This design comes from an exercise in tuning for small area on the open sky130 flow, not from production work.
In this exercise RTL edits were held to simulation tests only and were not proved equivalent to the original.
No run shown here takes its clock network from TritonCTS; it comes from the design's own scripts or RTL.
The clock input has no modelled driver; a real chip could not lean on it and would need a root buffer or a full tree.
Power and IR drop assume default switching activity.

### flow/config.mk
export PLATFORM = sky130hd
export DESIGN_NAME = led_show
export DESIGN_NICKNAME = led_show
export VERILOG_FILES = /design/flow/design.v
export SDC_FILE = /design/flow/constraint.sdc
export NUM_CORES = 4
export LEC_CHECK = 0
export CAP_MARGIN = 20
export CORE_MARGIN = 2
export CORE_UTILIZATION = 40
export PLACE_DENSITY = 0.85
export SLEW_MARGIN = 20
### flow/constraint.sdc
create_clock -name core_clock -period 20.0 [get_ports {clk}]
set_input_delay 4.0000 -clock core_clock [delete_from_list [all_inputs] [get_ports {clk}]]
set_output_delay 4.0000 -clock core_clock [all_outputs]
set_load 0.01 [all_outputs]
### flow/design.v
module led_show(
    input clk,
    input rst,  
    output red,
    output green,
    output blue
);
reg [9:0]  r;
reg [6:0]  q;
reg [14:0] s;
reg [19:0] c;
reg [1:0]  ph;
reg        pend;
reg [4:0]  up;
reg        d0f;    
reg        d0b;    
wire r_tc  = r[9] & ~r[8] & r[7] & ~r[6] & r[5] & ~r[4] & ~r[2] & r[1];
wire q_top = q[6] & q[5] & q[2];    
wire s_tc  = ~s[14] & s[13] & ~s[12] & s[11] & ~s[10] & s[9] & ~s[8] & s[7] & s[5] & s[3] & s[1];
wire c_tc  = ~c[19] & ~c[18] & c[17] & c[16] & ~c[15] & c[14] & c[13] & ~c[12] & ~c[11] & ~c[10] & c[9] & ~c[8] & ~c[7] & c[5] & c[4] & c[3];
wire ph3   = ph[1] & ~ph[0];
wire ev    = s_tc & ~ph3;
always @(posedge clk) begin
    if (rst | r_tc | q_top) r <= 10'd691;
    else r <= ~{r[8:0], r[9] ^ r[6]};
    if (rst | s_tc) s <= 15'd9555;
    else s <= ~{s[13:0], s[14] ^ s[13]};
    if (rst | c_tc | ph3) c <= 20'd864461;
    else c <= ~{c[18:0], c[19] ^ c[16]};
    if (rst) q <= 7'd100;
    else if (q_top) q <= 7'd0;
    else if (r_tc) q <= q + 7'd1;
    if (rst) ph <= 2'b10;
    else if (c_tc | ph3) ph <= {ph[0], ~ph[1]};
    if (rst) pend <= 1'b0;
    else pend <= c_tc | (pend & ~ev);
    if (rst) begin
        up <= 5'd0;
        d0f <= 1'b1;
    end else if (ev) begin
        if (pend) begin
            up <= 5'd1;
            d0f <= 1'b0;
            d0b <= up[0];
        end else begin
            up <= up + 5'd1;
        end
    end
end
wire p0 = ph == 2'b00, p1 = ph == 2'b01, p2 = ph == 2'b11;
wire r0 = pend ? p1 : p0;
wire r1 = pend ? p2 : p1;
wire r2 = pend ? (p0 | ph3) : (p2 | ph3);
wire [7:0] qu = {1'b0, q} + {3'b000, up};
wire cu = q < {2'b00, up};
wire cd = d0f ? (qu < 8'd50) : (qu < {7'b0001111, d0b});
assign red   = (r0 & cd) | (r2 & cu);
assign green = (r0 & cu) | (r1 & cd);
assign blue  = (r1 & cu) | (r2 & cd);
endmodule
### flow/flow/run.sh
#!/bin/bash
# Own layout flow: the standard ORFS flow (standard.sh) with
#  - synthesis through flow/synth.tcl: synth_recipe.tcl unchanged, but ABC maps
#    with several area-oriented scripts (each in its own yosys process) and
#    the smallest result is kept, and adders are left to ABC (no ha/fa
#    extraction);
#  - port buffers of the smallest buffer (buf_1);
#  - a one-level clock tree built by flow/cts_pre.tcl (a few clkbuf cells fed
#    by the clock port, one per k-means cluster of placed flip-flops) in
#    place of TritonCTS's H-tree.
# Each tool's full output is in orfs/logs/ (ORFS's per-step logs) and make.log.
set -euo pipefail
W=$PWD
F=$W/flow
bash "$W/standard.sh" \
  "SYNTH_SCRIPT=$F/synth.tcl" \
  "ADDER_MAP_FILE=" \
  "BUFFER_PORTS_ARGS=-buffer_cell sky130_fd_sc_hd__buf_1" \
  "PRE_CTS_TCL=$F/cts_pre.tcl" \
  finish > "$W/make.log" 2>&1
### flow/flow/cts_pre.tcl
# Clock tree: split the clock port's flip-flops into own_ngroup clusters of
# neighbours (k-means on their placed positions, at most own_cap per
# cluster) and give each cluster one clock buffer at its centre, driven by
# the clock port. TritonCTS is then skipped; the rest of ORFS's CTS step
# (legalisation, timing repair) runs.
set own_buf sky130_fd_sc_hd__clkbuf_8
set own_ngroup 3
set own_cap 21
set block [ord::get_db_block]
set master [[ord::get_db] findMaster $own_buf]
set clknet [[$block findBTerm clk] getNet]
proc own_xy {it} {
  set b [[$it getInst] getBBox]
  return [list [expr {([$b xMin] + [$b xMax]) / 2.0}] [expr {([$b yMin] + [$b yMax]) / 2.0}]]
}
set sinks [$clknet getITerms]
set n [llength $sinks]
set pts {}
foreach it $sinks { lappend pts [own_xy $it] }
# start: centres of slices by x
set order [lsort -real -index 0 -indices $pts]
set cent {}
for {set g 0} {$g < $own_ngroup} {incr g} {
  set sx 0; set sy 0; set k 0
  foreach j [lrange $order [expr {$g * $n / $own_ngroup}] [expr {($g + 1) * $n / $own_ngroup - 1}]] {
    lassign [lindex $pts $j] x y
    set sx [expr {$sx + $x}]; set sy [expr {$sy + $y}]; incr k
  }
  lappend cent [list [expr {$sx / $k}] [expr {$sy / $k}]]
}
for {set iter 0} {$iter < 20} {incr iter} {
  # capacity-limited assignment: pairs (distance, sink, group) in order
  set pairs {}
  for {set j 0} {$j < $n} {incr j} {
    lassign [lindex $pts $j] x y
    for {set g 0} {$g < $own_ngroup} {incr g} {
      lassign [lindex $cent $g] cx cy
      lappend pairs [list [expr {hypot($x - $cx, $y - $cy)}] $j $g]
    }
  }
  set pairs [lsort -real -index 0 $pairs]
  set assign [lrepeat $n -1]
  set count [lrepeat $own_ngroup 0]
  foreach p $pairs {
    lassign $p d j g
    if { [lindex $assign $j] >= 0 || [lindex $count $g] >= $own_cap } { continue }
    lset assign $j $g
    lset count $g [expr {[lindex $count $g] + 1}]
  }
  set cent {}
  for {set g 0} {$g < $own_ngroup} {incr g} {
    set sx 0; set sy 0; set k 0
    for {set j 0} {$j < $n} {incr j} {
      if { [lindex $assign $j] != $g } { continue }
      lassign [lindex $pts $j] x y
      set sx [expr {$sx + $x}]; set sy [expr {$sy + $y}]; incr k
    }
    lappend cent [list [expr {$sx / max($k, 1)}] [expr {$sy / max($k, 1)}]]
  }
}
for {set g 0} {$g < $own_ngroup} {incr g} {
  set inst [odb::dbInst_create $block $master "clkbuf_own_$g"]
  set net [odb::dbNet_create $block "clknet_own_$g"]
  $net setSigType CLOCK
  for {set j 0} {$j < $n} {incr j} {
    if { [lindex $assign $j] != $g } { continue }
    set it [lindex $sinks $j]
    $it disconnect
    $it connect $net
  }
  lassign [lindex $cent $g] cx cy
  $inst setLocation [expr {int($cx)}] [expr {int($cy)}]
  $inst setPlacementStatus PLACED
  [$inst findITerm A] connect $clknet
  [$inst findITerm X] connect $net
}
puts "own clock tree: $own_ngroup x $own_buf for $n sinks, sizes $count"
set_propagated_clock [all_clocks]
proc clock_tree_synthesis {args} {
  puts "clock_tree_synthesis skipped: clock tree built by cts_pre.tcl"
}
### flow/flow/synth.tcl
# synth_recipe.tcl (the standard synthesis) with ABC's mapping changed: each
# ABC script below maps the same logic in a yosys process of its own (so a
# crashing script is only skipped), and the smallest result by liberty cell
# area is kept. Registers are mapped before ABC runs, so they are the
# standard synthesis's.
set ::own_dir [file dirname [file normalize [info script]]]
set ::own_abc_scripts {
  "strash; &get -n; &st; &dch -f; &nf -R 1000; &put; topo"
  "strash; &get -n; &st; &dch; &nf -R 1000; &put; topo"
  "strash; dch -f; amap; topo"
  "strash; dch -f; map -a; topo"
  "strash; dch -f; map -a; amap; topo"
  "strash; dc2; dch -f; amap; topo"
  "strash; dc2; dch -f; map -a; topo"
  "strash; ifraig; dch -f; map -a; topo"
  "strash; balance; rewrite; refactor; balance; rewrite -z; refactor -z; rewrite -z; balance; dch -f; map -a; topo"
  "strash; balance; rewrite; refactor; balance; rewrite -z; refactor -z; rewrite -z; balance; dch -f; amap; topo"
  "strash; dch -f; map -a; strash; dch -f; map -a; topo"
  "strash; &get -n; &st; &dch -f; &nf -R 1000 -E 100; &put; topo"
  "strash; &get -n; &st; &dch -f; &nf -R 1000 -p; &put; topo"
  "strash; &get -n; &st; &dch -f; &nf -R 1000 -F 8 -A 4; &put; topo"
  "strash; &get -n; &st; &dch -f; &nf -R 1000 -Q 10; &put; topo"
  "strash; &get -n; &st; &dch -f; &nf -R 1000 -C 32; &put; topo"
  "strash; &get -n; &st; &dch -f; &nf -R 1000 -k; &put; topo"
  "strash; &get -n; &st; &syn2; &dch -f; &nf -R 1000; &put; topo"
  "strash; &get -n; &st; &synch2; &nf -R 1000; &put; topo"
  "strash; &get -n; &st; &syn3; &dch -f; &nf -R 1000; &put; topo"
  "strash; &get -n; &st; &b; &dch -f; &nf -R 1000; &put; topo"
  "strash; dch; amap; topo"
  "strash; dch; map -a; topo"
  "strash; dc2; dc2; dch -f; map -a; topo"
  "strash; dc2; dc2; dch -f; amap; topo"
  "strash; rewrite; refactor; rewrite -z; dch -f; map -a; topo"
  "strash; rewrite; refactor; rewrite -z; dch -f; amap; topo"
  "strash; dch -f; map -a -B 0; topo"
  "strash; &get -n; &st; &dch -f -r; &nf -R 1000; &put; topo"
  "strash; &get -n; &st; &dc2; &dch -f; &nf -R 1000; &put; topo"
  "strash; dc2; dch -f; map -a; strash; dch -f; amap; topo"
  "strash; &get -n; &st; &dch -f; &nf -R 1000; &put; mfs3 -a; topo"
  "strash; &get -n; &st; &dch -f; &nf -R 1000; &put; mfs3 -a -R 4; topo"
  "strash; &get -n; &st; &dch -f; &nf -R 1000; &put; mfs3 -a -R 4 -H 6 -K 8; topo"
  "strash; &get -n; &st; &dch; &nf -R 1000; &put; mfs3 -a; topo"
  "strash; &get -n; &st; &dch; &nf -R 1000; &put; mfs3 -a -R 4; topo"
  "strash; &get -n; &st; &dch; &nf -R 1000; &put; mfs3 -a -R 4 -H 6 -K 8; topo"
  "strash; &get -n; &st; &dch -f; &nf -R 1000 -E 100; &put; mfs3 -a; topo"
  "strash; &get -n; &st; &dch -f; &nf -R 1000 -E 100; &put; mfs3 -a -R 4; topo"
  "strash; &get -n; &st; &dch -f; &nf -R 1000 -E 100; &put; mfs3 -a -R 4 -H 6 -K 8; topo"
  "strash; &get -n; &st; &dch -f; &nf -R 1000 -p; &put; mfs3 -a; topo"
  "strash; &get -n; &st; &dch -f; &nf -R 1000 -p; &put; mfs3 -a -R 4; topo"
  "strash; &get -n; &st; &dch -f; &nf -R 1000 -p; &put; mfs3 -a -R 4 -H 6 -K 8; topo"
  "strash; &get -n; &st; &dch -f; &nf -R 1000 -F 8 -A 4; &put; mfs3 -a; topo"
  "strash; &get -n; &st; &dch -f; &nf -R 1000 -F 8 -A 4; &put; mfs3 -a -R 4; topo"
  "strash; &get -n; &st; &dch -f; &nf -R 1000 -F 8 -A 4; &put; mfs3 -a -R 4 -H 6 -K 8; topo"
  "strash; &get -n; &st; &dch -f; &nf -R 1000 -Q 10; &put; mfs3 -a; topo"
  "strash; &get -n; &st; &dch -f; &nf -R 1000 -Q 10; &put; mfs3 -a -R 4; topo"
  "strash; &get -n; &st; &dch -f; &nf -R 1000 -Q 10; &put; mfs3 -a -R 4 -H 6 -K 8; topo"
  "strash; &get -n; &st; &dch -f; &nf -R 1000 -C 32; &put; mfs3 -a; topo"
  "strash; &get -n; &st; &dch -f; &nf -R 1000 -C 32; &put; mfs3 -a -R 4; topo"
  "strash; &get -n; &st; &dch -f; &nf -R 1000 -C 32; &put; mfs3 -a -R 4 -H 6 -K 8; topo"
  "strash; &get -n; &st; &dch -f; &nf -R 1000 -k; &put; mfs3 -a; topo"
  "strash; &get -n; &st; &dch -f; &nf -R 1000 -k; &put; mfs3 -a -R 4; topo"
  "strash; &get -n; &st; &dch -f; &nf -R 1000 -k; &put; mfs3 -a -R 4 -H 6 -K 8; topo"
  "strash; &get -n; &st; &syn2; &dch -f; &nf -R 1000; &put; mfs3 -a; topo"
  "strash; &get -n; &st; &syn2; &dch -f; &nf -R 1000; &put; mfs3 -a -R 4; topo"
  "strash; &get -n; &st; &syn2; &dch -f; &nf -R 1000; &put; mfs3 -a -R 4 -H 6 -K 8; topo"
  "strash; &get -n; &st; &syn3; &dch -f; &nf -R 1000; &put; mfs3 -a; topo"
  "strash; &get -n; &st; &syn3; &dch -f; &nf -R 1000; &put; mfs3 -a -R 4; topo"
  "strash; &get -n; &st; &syn3; &dch -f; &nf -R 1000; &put; mfs3 -a -R 4 -H 6 -K 8; topo"
  "strash; &get -n; &st; &b; &dch -f; &nf -R 1000; &put; mfs3 -a; topo"
  "strash; &get -n; &st; &b; &dch -f; &nf -R 1000; &put; mfs3 -a -R 4; topo"
  "strash; &get -n; &st; &b; &dch -f; &nf -R 1000; &put; mfs3 -a -R 4 -H 6 -K 8; topo"
  "strash; &get -n; &st; &dch -f -r; &nf -R 1000; &put; mfs3 -a; topo"
  "strash; &get -n; &st; &dch -f -r; &nf -R 1000; &put; mfs3 -a -R 4; topo"
  "strash; &get -n; &st; &dch -f -r; &nf -R 1000; &put; mfs3 -a -R 4 -H 6 -K 8; topo"
  "strash; &get -n; &st; &dc2; &dch -f; &nf -R 1000; &put; mfs3 -a; topo"
  "strash; &get -n; &st; &dc2; &dch -f; &nf -R 1000; &put; mfs3 -a -R 4; topo"
  "strash; &get -n; &st; &dc2; &dch -f; &nf -R 1000; &put; mfs3 -a -R 4 -H 6 -K 8; topo"
}
proc own_area_of {file} {
  set fh [open $file r]
  set st [read $fh]
  close $fh
  if { ![regexp {Chip area for module '[^']*': ([0-9.]+)} $st -> area] } {
    return -1
  }
  return $area
}
proc abc {args} {
  set i [lsearch -exact $args -script]
  if { $i < 0 } {
    yosys abc {*}$args
    return
  }
  set top $::env(DESIGN_NAME)
  set dir $::env(OBJECTS_DIR)
  set yosys_exe $::env(YOSYS_EXE)
  set pre [file join $dir own_pre_abc.il]
  yosys select -module $top
  yosys write_rtlil -selected $pre
  yosys select -clear
  set best -1
  set best_area 0
  set n 0
  foreach body $::own_abc_scripts {
    set f [file join $dir "own_abc_$n.script"]
    set fh [open $f w]
    puts $fh [join [split $body ";"] "\n"]
    close $fh
    lset args [expr { $i + 1 }] $f
    set out [file join $dir "own_abc_$n.il"]
    set rep [file join $dir "own_abc_$n.stat"]
    set cmd "read_rtlil $pre; abc $args; opt_clean -purge; write_rtlil $out; tee -q -o $rep stat $::lib_args"
    if { [catch { exec $yosys_exe -q -p $cmd >& [file join $dir "own_abc_$n.log"] } err] } {
      puts "own abc script $n failed"
    } else {
      set area [own_area_of $rep]
      puts "own abc script $n: area $area"
      if { $area > 0 && ($best < 0 || $area < $best_area) } {
        set best $n
        set best_area $area
      }
    }
    incr n
  }
  if { $best < 0 } {
    error "every ABC script failed"
  }
  yosys delete $top
  yosys read_rtlil [file join $dir "own_abc_$best.il"]
  puts "own abc: kept script $best, area $best_area"
}
source [file join [file dirname $::own_dir] synth_recipe.tcl]
### flow/standard.sh
#!/bin/bash
# synth_recipe.tcl (not shown) runs the flow's synth.tcl, then flattens the netlist and writes it again
# the make line also repeats each setting of config.mk as NAME=value (left out here)
make -C /OpenROAD-flow-scripts/flow DESIGN_CONFIG=/design/flow/config.mk WORK_HOME=/design/flow/orfs CLKGATE_MAP_FILE= SYNTH_SCRIPT=/design/flow/synth_recipe.tcl "${@:-finish}"
==> flow_summary.ini, run 1 <==
[finish]
antennaDiodeCount = 0
fin_area_um2 = 2218
fin_nets = 235
area_growth_pct = 6.936
drive_above_1_share_pct = 1.299

[placement]
gp_congestion = 0.7743
hpwl_um = 2330
place_area_um2 = 2177
port-buffer-count = 4

[power]
switching_share_pct = 21.33
power_frac_comb_pct = 6.6
peakVddDrop_v = 0.00007415
clkPwrFrac_pct = 22.6
seq_power_share_pct = 70.8
leakage_nw = 0.7856
p_sw_w = 0.00004043
p_per_area_nw_per_um2 = 85.42
internal_power_w = 0.0001491

[logic_synthesis]
ys_ff_latch = 62
syn_inst = 224
avgSynthCellArea_um2 = 9.261
ys.flop_type = dfxtp_1
netlist_area_um2 = 2074
synth_edf_count = 1
ys_warn_count = 1
synth_fp_nets = 226
yosysSeqAreaShare_pct = 60.31
postSynth.asyncResetShare_pct = 0
post_synth_num_cell_types = 33

[die]
die_h_um = 76.02
die-area_um2 = 5778
start_util_pct = 41.14
die_w_um = 76.02
placementRows = 26
core_um2 = 5042
io_pins = 5

[clock_network]
cts_setup_buffers = 0
path_clk_slew_ns = 0.12
clock_latency_ns = 0.17
cts_hold_buf = 0
cts_resized = 0

[grt]
grt-ovfl-total = 0
grt_pass1_wl_um = 5526
grt_max_degree = 22
globalRouteTotalUtil_pct = 10.63
first_global_vias = 1337
grt_antenna_before_repair = 0

[sta]
relSlewSlack_pct = 33.47
finalCriticalPeriod_ns = 6.783
tightestPinTransition_ns = 0.9903
post-route-period-util_pct = 33.92
fmax_mhz = 147.4
slew_viol_final = 0
skew_ns = 0.005999
setup_viol = 0
tns_ns = 0
hold_viol = 0
rsz0062_at_grt = no

[worst_setup_path]
crit_type = reg -> out
worstPathRequired_ns = 16.00
reg2reg_to = up[4]
reg2reg_depth = 10
startpoint_type = flip-flop
cp_max_fo = 7
end_kind = output pin
reg2reg_from = s[14]
r2r_slack_ns = 17.85
worst_ep_arrival_time_ns = 2.78

[drt]
dr.pass1.iters = 4
drt-initial-drc-count = 22
wl_per_cell_um = 10.58
viasPerCell = 4.904
drcViolationCount = 0
num_vias = 1476
drt.antenna.violating_nets = 0
wl_um = 3186

[min_path]
min_to = s[1]
hold_path_depth = 1
worstHoldStart = s[0]
min_path_type = reg -> reg

[flow_run]
drv_cap = 0

[status]
status = timing/DRC/antenna clean
-- layer usage --
layer  global-route usage, %  vias to the layer above  share of wire, %  routed length (um)
li1                        -                      776                 -                   -
met1                   14.06                      683                50                1605
met2                   19.64                       12                46                1471
met3                  0.7109                        5               1.8                  57
met4                   1.455                        0               1.6                  51
met5                       0                        -                 0                   0
-- worst max-delay path, stage by stage (launching register included) --
cell and delay, ns:
dfxtp_1 0.38, o21ai_0 0.30, o21ai_0 0.17, nand2_1 0.12, nor2_1 0.06, a211oi_1 0.32, o21ai_0 0.19, or2_0 0.25
a31oi_1 0.16, a21oi_1 0.06, a211o_1 0.29, o22ai_1 0.15, buf_1 0.16
-- final cells by class --
class                   count  area, um^2
multi-input cells         156       800.8
repair buffers              4       15.01
fillers                   474        2824
well taps                  70       87.58
plain buffers               3       41.29
flip-flops and latches     62        1251
inverters                   6       22.52
-- logic make-up after synthesis --
group	after synthesis	synth area share, %
compound gates	40	11.88
xor+xnor	8	3.377
buf+inv	6	1.086
flops	62	60.31
simple gates	108	23.34
-- per-stage QoR --
| step | cells | util [%] | setup slack [ns] | hold WS (ns) | total power [W] |
|---|---|---|---|---|---|
| floorplan | 224 | - | 13.78 | 0.3434 | 0.0001457 |
| global placement | 298 | 43.18 | 13.59 | 0.3458 | 0.0001490 |
| detailed placement | 298 | 43.18 | 13.48 | 0.3496 | 0.0001495 |
| CTS | 301 | 44.00 | 13.24 | 0.3818 | 0.0001908 |
| global route | 301 | 44.00 | 13.00 | 0.3881 | 0.0001970 |
| finish | 301 | 44.00 | 13.22 | 0.3736 | 0.0001895 |
-- synthesized netlist by cell type (2+ instances only) --
| master | n | area [um^2] |
|---|---|---|
| a211oi_1 | 5 | 37.54 |
| a21oi_1 | 10 | 50.05 |
| and3_1 | 4 | 25.02 |
| clkinv_1 | 6 | 22.52 |
| dfxtp_1 | 61 | 1221 |
| nand2_1 | 35 | 131.4 |
| nand2b_1 | 5 | 31.28 |
| nand3_1 | 3 | 15.01 |
| nand4_1 | 2 | 12.51 |
| nand4b_1 | 2 | 17.52 |
| nor2_1 | 39 | 146.4 |
| nor2b_1 | 2 | 12.51 |
| nor3_1 | 9 | 45.04 |
| o21ai_0 | 12 | 60.06 |
| o21bai_1 | 2 | 15.01 |
| o22ai_1 | 3 | 18.77 |
| or2_0 | 2 | 12.51 |
| xnor2_1 | 4 | 35.03 |
| xor2_1 | 4 | 35.03 |
-- cells in the final DEF (no fill, tap or decap), types with 3 or more instances in the layout --
cell	instances
a21oi_1	10
nand2b_1	5
nor3_1	9
o21ai_0	12
nand3_1	3
clkinv_1	6
a211oi_1	5
xnor2_1	4
and3_1	4
buf_1	4
nor2_1	39
clkbuf_8	3
dfxtp_1	61
nand2_1	35
xor2_1	4
o22ai_1	3
-- worst max-delay path by stage --
stage	start	end	slack (ns)	depth (start not counted)
3_3_place_gp	up[1]	blue	13.59	12
3_5_place_dp	up[1]	blue	13.48	12
4_1_cts	up[1]	blue	13.24	12
5_1_grt	up[1]	blue	13.00	13
2_1_floorplan	up[1]	blue	13.78	11
6_report	up[1]	blue	13.22	12
-- power by group through the flow --
stage	clock (W)	sequential, W	combinational (W)
detailed placement	0	0.000137	0.0000126
CTS	0.0000440	0.000134	0.0000126
global placement	0	0.000137	0.0000122
finish	0.0000428	0.000134	0.0000126
floorplan	0	0.000136	0.00000989
global route	0.0000474	0.000135	0.0000146
-- flip-flops by register name, indices dropped and copies added, names as in the netlist --
| signal | flops |
|---|---|
| c | 20 |
| s | 15 |
| r | 10 |
| q | 7 |
| up | 5 |
| ph | 2 |
| d0b | 1 |
| d0f | 1 |
| pend | 1 |
==> run 2: changes to the inputs <==
--- a/flow/flow/cts_pre.tcl
+++ b/flow/flow/cts_pre.tcl
@@ -6,5 +6,5 @@
 set own_buf sky130_fd_sc_hd__clkbuf_8
 set own_ngroup 3
-set own_cap 21
+set own_cap 22
 set block [ord::get_db_block]
 set master [[ord::get_db] findMaster $own_buf]
==> run 2 against run 1 <==
Net effect:
- area after synthesis is the same
- final cell count is the same
- global-route usage grew 0.053 points
- worst setup slack lost 0.020 ns
- clock skew grew 0.0086 ns
- sequential share of layout area is the same
- synthesized cell count is the same
- flip-flop and latch count is the same
- critical path depth is the same
- wire length is essentially flat
- first-iteration DRC count grew 45%
- design area is the same
- critical path type unchanged
==> flow_summary.ini, run 2 <==
[logic_synthesis]
avgSynthCellArea_um2 = 9.261
synth_area_leader_cell = dfxtp_1
ys_ff_latch = 62
synth_top_area_share_pct = 58.87
synth_area_leaders = dfxtp_1 (59%), nor2_1 (7.1%), nand2_1 (6.3%), o21ai_0 (2.9%), a21oi_1 (2.4%)
post_synth_num_cell_types = 33
syn_inst = 224
synth_fp_nets = 226
yosysMostFrequentCell = dfxtp_1
netlist_area_um2 = 2074
synthTopCellsByCount = dfxtp_1 (61), nor2_1 (39), nand2_1 (35)
ys.flop_type = dfxtp_1
postSynth.asyncResetShare_pct = 0
synth_edf_count = 1
ys_warn_count = 1
yosysSeqAreaShare_pct = 60.31

[sta]
setup_viol = 0
rsz0062_at_grt = no
skew_ns = 0.01465
finalCriticalPeriod_ns = 6.804
fmax_mhz = 147.0
post-route-period-util_pct = 34.02
hold_viol = 0
slew_viol_final = 0
tightestPinTransition_ns = 0.9690
relSlewSlack_pct = 34.91
tns_ns = 0

[grt]
grt_max_degree = 23
grt-ovfl-total = 0
grt_pass1_wl_um = 5554
globalRouteTotalUtil_pct = 10.69
grt_antenna_before_repair = 0
first_global_vias = 1338

[die]
start_util_pct = 41.14
io_pins = 5
placementRows = 26
core_um2 = 5042
die-area_um2 = 5778
die_w_um = 76.02
die_h_um = 76.02

[drt]
dr.pass1.iters = 4
wl_per_cell_um = 10.58
drt.antenna.violating_nets = 0
num_vias = 1475
drt-initial-drc-count = 32
drcViolationCount = 0
viasPerCell = 4.900
wl_um = 3184

[finish]
fin_nets = 235
area_growth_pct = 6.936
fin_area_um2 = 2218
largest_register_ffs = 20
fill_cells = 472
largest-register = c
multi_input_area_um2 = 800.8
reg.largest.list = c (20), s (15), r (10)
drive_above_1_share_pct = 1.299
final_common_cell = dfxtp_1
antennaDiodeCount = 0
regArea_um2 = 1251
final_cells = 301
final_cell_mix = dfxtp_1 (61), nor2_1 (39), nand2_1 (35), o21ai_0 (12), a21oi_1 (10)

[status]
status = timing/DRC/antenna clean

[clock_network]
cts_resized = 0
clock_latency_ns = 0.17
cts_setup_buffers = 0
cts_hold_buf = 0
path_clk_slew_ns = 0.12

[placement]
place_area_um2 = 2177
hpwl_um = 2330
placed_cells = 298
gp_congestion = 0.7743
port-buffer-count = 4

[worst_setup_path]
end_kind = output pin
cp_max_fo = 7
worstPathRequired_ns = 16.00
startpoint_type = flip-flop
crit_type = reg -> out
reg2reg_depth = 10
worst_ep_arrival_time_ns = 2.80

[min_path]
min_path_type = reg -> reg
hold_path_depth = 1

[flow_run]
drv_cap = 0

[power]
leakage_nw = 0.7856
p_per_area_nw_per_um2 = 85.43
peakVddDrop_v = 0.00007067
[run 2: cell counts after synthesis]
No cell type changed its count.
[run 2: per-layer routing]
metal	vias up	track usage [%]	part of all wire (%)
li1	776	-	-
met1	684	14.22	51
met2	11	19.73	46
met3	4	0.5924	1.5
met4	0	1.455	1.4
met5	-	0	0
[run 2: cell families (layout without fill, tap and decap cells)]
kind of cell              after synthesis  count (layout)  synth area share [%]
and+or+nand+nor                       108             108                 23.34
DFF                                    62              62                 60.31
AOI/OAI and AO/OA                      40              40                 11.88
xor gates and xnor gates                8               8                 3.377
buffers and inverters                   6              13                 1.086
[run 2: worst paths after layout]
kind	from	end	slack, ns
worst min register to register	c[2]	c[3]	0.36
worst min-delay path	c[2]	c[3]	0.36
worst max register to register	s[14]	up[4]	17.84
worst max-delay path	up[1]	blue	13.20
[run 2: area by class of cell]
cell class	instances	area share [%]
buffer	3	1.861
tap	70	3.948
inverter	6	1.015
multi-input combinational	156	36.10
sequential	62	56.40
timing repair buffer	4	0.6768
[run 2: report_power, final]
part / switching (W) / internal (W) / total [W]
clock: 0.0000287 / 0.0000141 / 0.0000428
combinational: 0.00000768 / 0.00000488 / 0.0000126
sequential: 0.00000404 / 0.000130 / 0.000134
[run 2: worst max-delay path: stages, from the launching register on]
cell	delay [ns]
dfxtp_1	0.38
o21ai_0	0.32
o21ai_0	0.17
nand2_1	0.12
nor2_1	0.06
a211oi_1	0.32
o21ai_0	0.18
or2_0	0.24
a31oi_1	0.16
a21oi_1	0.06
a211o_1	0.30
o22ai_1	0.15
buf_1	0.17
[run 2: stage by stage]
step | utilization, % | setup slack [ns] | power, W | hold WS, ns
after floorplan | - | 13.78 | 0.0001457 | 0.3434
after global placement | 43.18 | 13.59 | 0.0001490 | 0.3458
after detailed placement | 43.18 | 13.48 | 0.0001495 | 0.3496
after CTS | 44.00 | 13.23 | 0.0001914 | 0.3652
after global routing | 44.00 | 12.99 | 0.0001972 | 0.3843
final | 44.00 | 13.20 | 0.0001895 | 0.3618
==> run 3: changes to the inputs <==
--- a/flow/flow/cts_pre.tcl
+++ b/flow/flow/cts_pre.tcl
@@ -6,5 +6,5 @@
 set own_buf sky130_fd_sc_hd__clkbuf_8
 set own_ngroup 3
-set own_cap 22
+set own_cap 21
 set block [ord::get_db_block]
 set master [[ord::get_db] findMaster $own_buf]
--- a/flow/flow/synth.tcl
+++ b/flow/flow/synth.tcl
@@ -76,4 +76,32 @@
   "strash; &get -n; &st; &dc2; &dch -f; &nf -R 1000; &put; mfs3 -a -R 4; topo"
   "strash; &get -n; &st; &dc2; &dch -f; &nf -R 1000; &put; mfs3 -a -R 4 -H 6 -K 8; topo"
+  "strash; &get -n; &st; &dch -f; &nf -R 1000; &put; mfs3 -a -R 4 -e; topo"
+  "strash; &get -n; &st; &dch -f; &nf -R 1000; &put; mfs3 -a -e; topo"
+  "strash; &get -n; &st; &dch; &nf -R 1000; &put; mfs3 -a -R 4 -e; topo"
+  "strash; &get -n; &st; &dch; &nf -R 1000; &put; mfs3 -a -e; topo"
+  "strash; &get -n; &st; &dch -f; &nf -R 1000 -E 100; &put; mfs3 -a -R 4 -e; topo"
+  "strash; &get -n; &st; &dch -f; &nf -R 1000 -E 100; &put; mfs3 -a -e; topo"
+  "strash; &get -n; &st; &dch -f; &nf -R 1000 -p; &put; mfs3 -a -R 4 -e; topo"
+  "strash; &get -n; &st; &dch -f; &nf -R 1000 -p; &put; mfs3 -a -e; topo"
+  "strash; &get -n; &st; &dch -f; &nf -R 1000 -F 8 -A 4; &put; mfs3 -a -R 4 -e; topo"
+  "strash; &get -n; &st; &dch -f; &nf -R 1000 -F 8 -A 4; &put; mfs3 -a -e; topo"
+  "strash; &get -n; &st; &dch -f; &nf -R 1000 -Q 10; &put; mfs3 -a -R 4 -e; topo"
+  "strash; &get -n; &st; &dch -f; &nf -R 1000 -Q 10; &put; mfs3 -a -e; topo"
+  "strash; &get -n; &st; &dch -f; &nf -R 1000 -C 32; &put; mfs3 -a -R 4 -e; topo"
+  "strash; &get -n; &st; &dch -f; &nf -R 1000 -C 32; &put; mfs3 -a -e; topo"
+  "strash; &get -n; &st; &dch -f; &nf -R 1000 -k; &put; mfs3 -a -R 4 -e; topo"
+  "strash; &get -n; &st; &dch -f; &nf -R 1000 -k; &put; mfs3 -a -e; topo"
+  "strash; &get -n; &st; &syn2; &dch -f; &nf -R 1000; &put; mfs3 -a -R 4 -e; topo"
+  "strash; &get -n; &st; &syn2; &dch -f; &nf -R 1000; &put; mfs3 -a -e; topo"
+  "strash; &get -n; &st; &synch2; &nf -R 1000; &put; mfs3 -a -R 4 -e; topo"
+  "strash; &get -n; &st; &synch2; &nf -R 1000; &put; mfs3 -a -e; topo"
+  "strash; &get -n; &st; &syn3; &dch -f; &nf -R 1000; &put; mfs3 -a -R 4 -e; topo"
+  "strash; &get -n; &st; &syn3; &dch -f; &nf -R 1000; &put; mfs3 -a -e; topo"
+  "strash; &get -n; &st; &b; &dch -f; &nf -R 1000; &put; mfs3 -a -R 4 -e; topo"
+  "strash; &get -n; &st; &b; &dch -f; &nf -R 1000; &put; mfs3 -a -e; topo"
+  "strash; &get -n; &st; &dch -f -r; &nf -R 1000; &put; mfs3 -a -R 4 -e; topo"
+  "strash; &get -n; &st; &dch -f -r; &nf -R 1000; &put; mfs3 -a -e; topo"
+  "strash; &get -n; &st; &dc2; &dch -f; &nf -R 1000; &put; mfs3 -a -R 4 -e; topo"
+  "strash; &get -n; &st; &dc2; &dch -f; &nf -R 1000; &put; mfs3 -a -e; topo"
 }
 proc own_area_of {file} {
==> run 3 against run 2 <==
Net effect:
- still clean
- clock power hardly changed
- register-to-register slack hardly changed
- final cell count is 0.33% lower
- synthesized cell count is 0.45% lower
- first-iteration DRC count is 34% higher
- area after synthesis hardly changed
- critical path type unchanged
- largest power group unchanged
==> flow_summary.ini, run 3 <==
[logic_synthesis]
synth_area_leaders = dfxtp_1 (59%), nor2_1 (6.7%), nand2_1 (6.5%), o21ai_0 (2.9%), a21oi_1 (2.4%)
synthTopCellsByCount = dfxtp_1 (61), nor2_1 (37), nand2_1 (36)
syn_inst = 223
synth_edf_count = 1
synth_top_area_share_pct = 58.90
yosysMostFrequentCell = dfxtp_1
ys_ff_latch = 62
postSynth.asyncResetShare_pct = 0
synth_fp_nets = 225
synth_area_leader_cell = dfxtp_1
post_synth_num_cell_types = 33
ys.flop_type = dfxtp_1
yosysSeqAreaShare_pct = 60.35
ys_warn_count = 1
netlist_area_um2 = 2073
avgSynthCellArea_um2 = 9.297

[drt]
wl_per_cell_um = 10.84
viasPerCell = 4.903
wl_um = 3253
num_vias = 1471
dr.pass1.iters = 4
drcViolationCount = 0
drt-initial-drc-count = 43
drt.antenna.violating_nets = 0

[worst_setup_path]
end_kind = output pin
critPathLaunch = up[1]
worst_ep_arrival_time_ns = 2.61
reg2reg_depth = 10
crit_type = reg -> out
reg2reg_to = up[4]
reg2reg_from = s[14]
worstPathRequired_ns = 16.00
cp_max_fo = 7
r2r_slack_ns = 17.85
startpoint_type = flip-flop
endpoint = blue

[finish]
reg.largest.list = c (20), s (15), r (10)
fin_nets = 234
largest-register = c
area_growth_pct = 6.940
final_cell_mix = dfxtp_1 (61), nor2_1 (37), nand2_1 (36), o21ai_0 (12), a21oi_1 (10)
drive_above_1_share_pct = 1.304
fill_cells = 500
regArea_um2 = 1251
multi_input_area_um2 = 799.5
antennaDiodeCount = 0
final_common_cell = dfxtp_1
largest_register_ffs = 20

[grt]
grt-ovfl-total = 0
grt_max_degree = 22
met1_usage_pct = 14.01
grt_antenna_before_repair = 0
grt_pass1_wl_um = 5865
grt_busiest_layer = met2
globalRouteTotalUtil_pct = 11.35
grtUsageMet3_pct = 0.8294
first_global_vias = 1446
use_met2_pct = 22.05

[power]
p_per_area_nw_per_um2 = 85.42
peakVddDrop_v = 0.00005278
leakage_nw = 0.8013
fin_total_pwr_w = 0.0001894

[sta]
rsz0062_at_grt = no
slew_viol_final = 0
post-route-period-util_pct = 33.03
setup_viol = 0
finalCriticalPeriod_ns = 6.605
skew_ns = 0.01096
tns_ns = 0
fmax_mhz = 151.4
tightestPinTransition_ns = 0.9626
hold_viol = 0
relSlewSlack_pct = 35.33

[die]
die-area_um2 = 5775
start_util_pct = 41.12
core_um2 = 5042
die_h_um = 76.00
placementRows = 26
die_w_um = 76.00
io_pins = 5

[status]
status = timing/DRC/antenna clean

[flow_run]
drv_cap = 0

[placement]
port-buffer-count = 4
hpwl_um = 2408
gp_congestion = 0.7988

[clock_network]
cts_hold_buf = 0
cts_resized = 0
clock_latency_ns = 0.17
cts_setup_buffers = 0
path_clk_slew_ns = 0.12

[min_path]
min_path_type = reg -> reg
[run 3: how the worst min path moves through the flow]
stage	start	to	slack (ns)	depth (start not counted)
global placement	r[3]	r[4]	0.35	1
floorplan	c[1]	c[2]	0.34	1
CTS	r[3]	r[4]	0.38	1
global route	r[0]	r[1]	0.39	1
finish	r[3]	r[4]	0.38	1
detailed placement	c[6]	c[7]	0.35	1
[run 3: metrics by stage]
step                      std cells  instance area (um^2)  hold WS, ns  setup slack [ns]  utilization [%]
after global placement          297                  2176       0.3457             13.75            43.15
after detailed placement        297                  2176       0.3502             13.64            43.15
after floorplan                 223                  2073       0.3434             13.91                -
after global routing            300                  2217       0.3936             13.05            43.97
after CTS                       300                  2217       0.3822             13.42            43.97
final                           300                  2217       0.3778             13.39            43.97
[run 3: layer usage]
layer	part of all wire (%)	vias to the layer above
met3	2.2	3
met4	1.3	0
met2	48	8
met5	0	-
met1	48	689
li1	-	771
[run 3: report_power, final]
part	total [W]	switching (W)	internal [W]
combinational	0.0000128	0.00000788	0.00000488
clock	0.0000425	0.0000284	0.0000140
sequential	0.000134	0.00000402	0.000130
[run 3: cells by family (layout without fill, tap and decap cells)]
group                     count (synthesis)  count (layout)  share of synthesized area, %
muxes                                     1               1                        0.4828
xor gates and xnor gates                  9               9                         3.802
and+or+nand+nor                         107             107                         23.17
buffers and inverters                     6              13                         1.086
AOI/OAI and AO/OA                        38              38                         11.11
DFF                                      62              62                         60.35
[run 3: final cells by class]
| class | count | area share (%) |
|---|---|---|
| multi-input combinational | 155 | 36.06 |
| sequential | 62 | 56.43 |
| buffer | 3 | 1.862 |
| inverter | 6 | 1.016 |
| timing repair buffer | 4 | 0.6772 |
| tap | 70 | 3.950 |
[run 3: worst max-delay path, stage by stage (launching register included)]
cell     delay [ns]
dfxtp_1        0.39
o21ai_0        0.31
o21ai_0        0.17
nand2_1        0.10
nand2_1        0.08
mux2i_1        0.20
o21ai_0        0.14
or2_0          0.22
a31oi_1        0.14
a21oi_1        0.06
a211o_1        0.31
o22ai_1        0.15
buf_1          0.17

==> afterwards: timing with drivers on the ports <==
The results above use ideal ports. As a check the final layouts listed here were re-extracted and re-timed, cells and wires unchanged.
Step 1 assumes that a clkbuf_16 drives the clock port and a buf_2 every other input.
Step 2 adds t to the input delays and takes it off the output delays; t is the mean of the earliest and latest rising clock arrival at the registers after step 1. Input paths then give back, and output paths get back, about the clock's delay inside the block.
Slacks: ideal / step 1 / step 2; pairs: ideal / step 1.
run	t (ns)	setup slack, ns	worst setup path at the end	worst register clock-pin slew, ns
run 1	0.208	13.217 / 13.174 / 13.382	register to output	0.12 / 0.12
run 2	0.205	13.196 / 13.156 / 13.360	register to output	0.12 / 0.12
run 3	0.210	13.395 / 13.350 / 13.560	register to output	0.12 / 0.12
After both steps every run listed still meets setup and hold.
